This is an optimization exercise on Yosys and OpenROAD, whose aim is small area, not a production implementation.
The RTL was checked by simulation tests, not by an equivalence proof against the original design.

// ES_top
module ES_top(
    input wire clk_t,
    input wire clr_t,
    input wire [7:0] sw_t,
    input wire [1:0] dip_t,
    input wire [9:0] ad_data_t,
    output wire clk_1kHz_t,
    output wire [7:0] seg_left_t,
    output wire [7:0] seg_right_t,
    output wire [3:0] an_left_t,
    output wire [3:0] an_right_t,
    output wire [13:0] dac_sum_t,
    input wire btn_up_t,
    input wire btn_down_t,
    input wire [1:0] waveform_sel_t,
    input wire mode_sel_t
    );
    wire [12:0] e;
    wire [13:0] freq_bcd;
    wire [6:0] qn;
    wire duty_valid;
    wire [2:0] fine_step;
    wire [1:0] waveform_type;
    wire [7:0] dac_dds, dac_wave;
    freq_division u_freq_division(.clk(clk_t), .clr(clr_t), .e(e));
    assign clk_1kHz_t = ~e[3];
    freq_meter u_freq_meter(.clk(clk_t), .rst(clr_t), .adc_data(ad_data_t),
        .e(e), .freq_bcd(freq_bcd));
    duty_cycle_meter u_duty_cycle_meter(.clk(clk_t), .rst(clr_t),
        .adc_data(ad_data_t), .qn(qn), .duty_valid(duty_valid));
    dds_high_res u_dds_high_res(.clk(clk_t), .rst(clr_t), .freq_word(sw_t),
        .btn_up(btn_up_t), .btn_down(btn_down_t), .dac_hi(dac_dds),
        .fine_step(fine_step));
    waveform_generator u_waveform_gen(.clk(clk_t), .rst(clr_t),
        .freq_word(sw_t), .waveform_sel(waveform_sel_t), .dac_hi(dac_wave),
        .waveform_type(waveform_type));
    number u_number(.clk(clk_t), .rst(clr_t), .e(e), .sw(sw_t), .dip(dip_t),
        .fine_step(fine_step), .freq_bcd(freq_bcd), .qn(qn),
  ...
Size in the first run: roughly 1600 cells after synthesis, about 160 flip-flops, ~66 I/O pins, about 11000 um2 of cells after synthesis.
export LEC_CHECK = 0
export ABC_AREA = 1
export CAP_MARGIN = 20
export CORE_MARGIN = 2
export CORE_UTILIZATION = 60
export CTS_BUF_LIST = sky130_fd_sc_hd__clkbuf_8
export SLEW_MARGIN = 20
create_clock -name core_clock -period 300.0 [get_ports {clk_t}]
standard.sh (not shown) runs the stock make flow with config.mk's settings and CLKGATE_MAP_FILE= SYNTH_SCRIPT=/design/flow/synth_recipe.tcl, a recipe that flattens the netlist after the stock synthesis.
==> flow/flow/run.sh <==
#!/bin/bash
# Own layout flow: the standard layout (standard.sh) with these changes:
#  - synthesis: the standard flow's synthesis script with an area-oriented ABC script
#    (flow/synth.tcl, flow/abc.script) and no full-adder extraction;
#  - every input and output port is buffered with buf_1.
# Each tool writes its log under orfs/logs/; make's own output goes to
# flow_make.log in the work folder.
set -euo pipefail
W=$(pwd)
bash "$W/standard.sh" \
  "SYNTH_SCRIPT=$W/flow/synth.tcl" \
  "ADDER_MAP_FILE=" \
  "BUFFER_PORTS_ARGS=-buffer_cell sky130_fd_sc_hd__buf_1" \
  finish > "$W/flow_make.log" 2>&1
==> flow/flow/abc.script <==
strash
&get -n
&deepsyn -S 1 -T 120
&put
dch
map -a
topo
==> flow/flow/synth.tcl <==
# The standard flow's synthesis script (synth_recipe.tcl) with one change: ABC runs the
# area script abc.script (beside this file) and gets no delay target.
proc synth {args} { yosys synth -nofsm -noshare {*}$args }
proc abc {args} {
  set i [lsearch -exact $args -script]
  if {$i >= 0} { set args [lreplace $args $i [expr {$i + 1}] -script $::own_abc_script] }
  set j [lsearch -exact $args -D]
  if {$j >= 0} { set args [lreplace $args $j [expr {$j + 1}]] }
  yosys abc {*}$args
}
set ::own_abc_script [file join [file dirname [file normalize [info script]]] abc.script]
source $::env(SCRIPTS_DIR)/synth.tcl
# left out here: clear keep_hierarchy, flatten, clean up, hide names made inside functions, write 1_2_yosys.v
The first run finished clean.
Rerun with:
==> flow/run.sh (new file) <==
#!/bin/bash
# synth_recipe.tcl (not shown) runs the flow's synth.tcl, then flattens the netlist and writes it again
# the make line also repeats each setting of config.mk as NAME=value (left out here)
make -C /OpenROAD-flow-scripts/flow DESIGN_CONFIG=/design/flow/config.mk WORK_HOME=/design/flow/orfs CLKGATE_MAP_FILE= SYNTH_SCRIPT=/design/flow/synth_recipe.tcl finish
removed: flow/flow/run.sh
removed: flow/flow/abc.script
removed: flow/flow/synth.tcl
removed: flow/standard.sh
=>
- The new run finished with timing, DRC and antenna clean
- via count came out lower by 16%
- hold slack gets worse by 0.0037 ns
- sequential cell count does not change
Rerun with:
==> flow/flow/run.sh (new file) <==
#!/bin/bash
# Own layout flow: the standard layout (standard.sh) with these changes:
#  - synthesis: the standard flow's synthesis script with an area-oriented ABC script
#    (flow/synth.tcl, flow/abc.script) and no full-adder extraction;
#  - every input and output port is buffered with buf_1.
# Each tool writes its log under orfs/logs/; make's own output goes to
# flow_make.log in the work folder.
set -euo pipefail
W=$(pwd)
bash "$W/standard.sh" \
  "SYNTH_SCRIPT=$W/flow/synth.tcl" \
  "ADDER_MAP_FILE=" \
  "BUFFER_PORTS_ARGS=-buffer_cell sky130_fd_sc_hd__buf_1" \
  "CTS_ARGS=-sink_clustering_enable -repair_clock_nets -buf_list sky130_fd_sc_hd__clkbuf_8 -dont_use_dummy_load -sink_clustering_size 30 -sink_clustering_max_diameter 200" \
  finish > "$W/flow_make.log" 2>&1
==> flow/flow/abc.script (new file) <==
strash
dch
amap -F 4 -A 8
topo
==> flow/flow/synth.tcl (new file) <==
# The standard flow's synthesis script (synth_recipe.tcl) with one change: ABC runs the
# area script abc.script (beside this file) and gets no delay target.
proc synth {args} { yosys synth -nofsm -noshare {*}$args }
proc abc {args} {
  set i [lsearch -exact $args -script]
  if {$i >= 0} { set args [lreplace $args $i [expr {$i + 1}] -script $::own_abc_script] }
  set j [lsearch -exact $args -D]
  if {$j >= 0} { set args [lreplace $args $j [expr {$j + 1}]] }
  yosys abc {*}$args
}
set ::own_abc_script [file join [file dirname [file normalize [info script]]] abc.script]
source $::env(SCRIPTS_DIR)/synth.tcl
# left out here: clear keep_hierarchy, flatten, clean up, hide names made inside functions, write 1_2_yosys.v
==> flow/standard.sh (new file) <==
#!/bin/bash
# synth_recipe.tcl (not shown) runs the flow's synth.tcl, then flattens the netlist and writes it again
# the make line also repeats each setting of config.mk as NAME=value (left out here)
make -C /OpenROAD-flow-scripts/flow DESIGN_CONFIG=/design/flow/config.mk WORK_HOME=/design/flow/orfs CLKGATE_MAP_FILE= SYNTH_SCRIPT=/design/flow/synth_recipe.tcl "${@:-finish}"
removed: flow/run.sh
The new run passed the timing, DRC and antenna checks; cell area is lower by about 10%; die area is lower by 7.1%; routed wire length is higher by 15%; worst setup slack loses 1.3 ns; sequential share of layout area is higher by 3.4 points; flip-flop and latch count is unchanged; synthesized cell count is higher by about 15%; area after synthesis is lower by about 7%; via count is higher by about 25%.

========
Another version of the RTL of ES_top (not shown whole).
For scale: ~1,500 cells after synthesis, ~150 flip-flops, about 11,000 µm² of cells after synthesis.
export LEC_CHECK = 0
export ABC_AREA = 1
export CAP_MARGIN = 20
export CORE_MARGIN = 2
export CORE_UTILIZATION = 60
export SLEW_MARGIN = 20
create_clock -name core_clock -period 300.0 [get_ports {clk_t}]
==> flow/flow/run.sh <==
#!/bin/bash
# Own layout flow: the standard layout (standard.sh, all steps) with
# these changes:
#  - synthesis: the standard flow's synthesis script, but ABC runs an area-oriented
#    script (flow/synth.tcl, flow/abc.script: &deepsyn, then amap) with no
#    delay target, and Yosys's full-adder extraction is off (ADDER_MAP_FILE
#    empty); the registers are the same as the standard synthesis's;
#  - every input and output port is buffered with buf_1;
#  - clock tree: clkbuf_8 buffers, no dummy loads.
# Each tool writes its log under orfs/logs/; make's own output goes to
# flow_make.log in the work folder.
set -euo pipefail
W=$(pwd)
bash "$W/standard.sh" \
  "SYNTH_SCRIPT=$W/flow/synth.tcl" \
  "ADDER_MAP_FILE=" \
  "BUFFER_PORTS_ARGS=-buffer_cell sky130_fd_sc_hd__buf_1" \
  "CTS_ARGS=-sink_clustering_enable -repair_clock_nets -buf_list sky130_fd_sc_hd__clkbuf_8 -dont_use_dummy_load" \
  finish > "$W/flow_make.log" 2>&1
==> flow/flow/abc.script <==
strash
dch
amap -F 4 -A 8
topo
==> flow/flow/synth.tcl <==
# The standard flow's synthesis script (synth_recipe.tcl) with one change: ABC runs the
# area script abc.script (beside this file) and gets no delay target.
proc synth {args} { yosys synth -nofsm -noshare {*}$args }
proc abc {args} {
  set i [lsearch -exact $args -script]
  if {$i >= 0} { set args [lreplace $args $i [expr {$i + 1}] -script $::own_abc_script] }
  set j [lsearch -exact $args -D]
  if {$j >= 0} { set args [lreplace $args $j [expr {$j + 1}]] }
  yosys abc {*}$args
}
set ::own_abc_script [file join [file dirname [file normalize [info script]]] abc.script]
source $::env(SCRIPTS_DIR)/synth.tcl
# left out here: clear keep_hierarchy, flatten, clean up, hide names made inside functions, write 1_2_yosys.v
The baseline produced a clean layout.
Then changed:
- CORE_UTILIZATION: 60 -> 75
- PLACE_DENSITY: unset -> 0.8
What happened:
- The new run finished clean
- final area came out lower by 0.52%
- clock skew came out lower by 0.0089 ns
- via count came out higher by about 6%
- utilization came out higher by 16 points
- final cell count came out lower by 2.5%
- wire length came out higher by about 6%
- critical path depth came out higher by 2
Then changed:
--- a/flow/flow/run.sh
+++ b/flow/flow/run.sh
@@ -17,3 +17,3 @@
   "BUFFER_PORTS_ARGS=-buffer_cell sky130_fd_sc_hd__buf_1" \
-  "CTS_ARGS=-sink_clustering_enable -repair_clock_nets -buf_list sky130_fd_sc_hd__clkbuf_8 -dont_use_dummy_load" \
+  "CTS_ARGS=-sink_clustering_enable -repair_clock_nets -buf_list sky130_fd_sc_hd__clkbuf_8 -sink_clustering_buffer sky130_fd_sc_hd__clkbuf_8 -sink_clustering_size 25 -sink_clustering_max_diameter 150 -dont_use_dummy_load" \
   finish > "$W/flow_make.log" 2>&1
- CORE_UTILIZATION: 75 -> 60
- PLACE_DENSITY: 0.8 -> unset
Worst hold slack is worse by 0.028 ns.
Synthesized area is unchanged.
Fmax hardly moves.
Wire length goes down by 5.5%.
Then changed:
==> flow/run.sh (new file) <==
#!/bin/bash
# synth_recipe.tcl (not shown) runs the flow's synth.tcl, then flattens the netlist and writes it again
# the make line also repeats each setting of config.mk as NAME=value (left out here)
make -C /OpenROAD-flow-scripts/flow DESIGN_CONFIG=/design/flow/config.mk WORK_HOME=/design/flow/orfs CLKGATE_MAP_FILE= SYNTH_SCRIPT=/design/flow/synth_recipe.tcl finish
- CTS_BUF_LIST: unset -> sky130_fd_sc_hd__clkbuf_8
removed: flow/flow/run.sh
removed: flow/flow/abc.script
removed: flow/flow/synth.tcl
removed: flow/standard.sh
The new run completed with no timing, DRC or antenna violations.
Register-to-register slack gets worse by 2.8 ns.
Non-clock buffer count went down by 6.
Clock skew went down by 0.018 ns.

==> port drivers added, routing unchanged <==
Ports are ideal in the flow. The routed layouts listed here were re-timed in OpenROAD.
Step 1: set_driving_cell puts a clkbuf_16 on clk_t and a buf_2 on each other input, an assumption about the parent block.
Step 2 also shifts input and output timing later by t, the mid clock arrival at the registers, as if the neighbouring blocks saw the same clock.
Slacks: ideal ports / drivers / drivers and shift; pairs: ideal ports / drivers.
run | shift t [ns] | setup slack, ns | worst setup path after step 2 | worst register clock-pin slew, ns | cell pins on the clock port's net
the first run of note 1 | 0.503 | 170.819 / 170.783 / 170.783 | input to output | 0.10 / 0.10 | 1
the second run of note 1 | 0.496 | 169.294 / 169.271 / 169.271 | input to output | 0.10 / 0.10 | 1
the third run of note 1 | 0.473 | 167.952 / 167.909 / 167.909 | input to output | 0.10 / 0.10 | 1
the first run of note 2 | 0.476 | 166.994 / 166.971 / 166.971 | input to output | 0.09 / 0.09 | 1
the second run of note 2 | 0.493 | 166.864 / 166.841 / 166.841 | input to output | 0.09 / 0.09 | 1
the third run of note 2 | 0.476 | 166.994 / 166.971 / 166.971 | input to output | 0.09 / 0.09 | 1
the fourth run of note 2 | 0.500 | 164.623 / 164.601 / 164.601 | input to output | 0.10 / 0.10 | 1
After both steps every run listed still meets setup and hold. For the third run of note 1, which loses most, drivers alone change the setup slack by -0.043 ns; drivers and shift together by -0.043 ns.
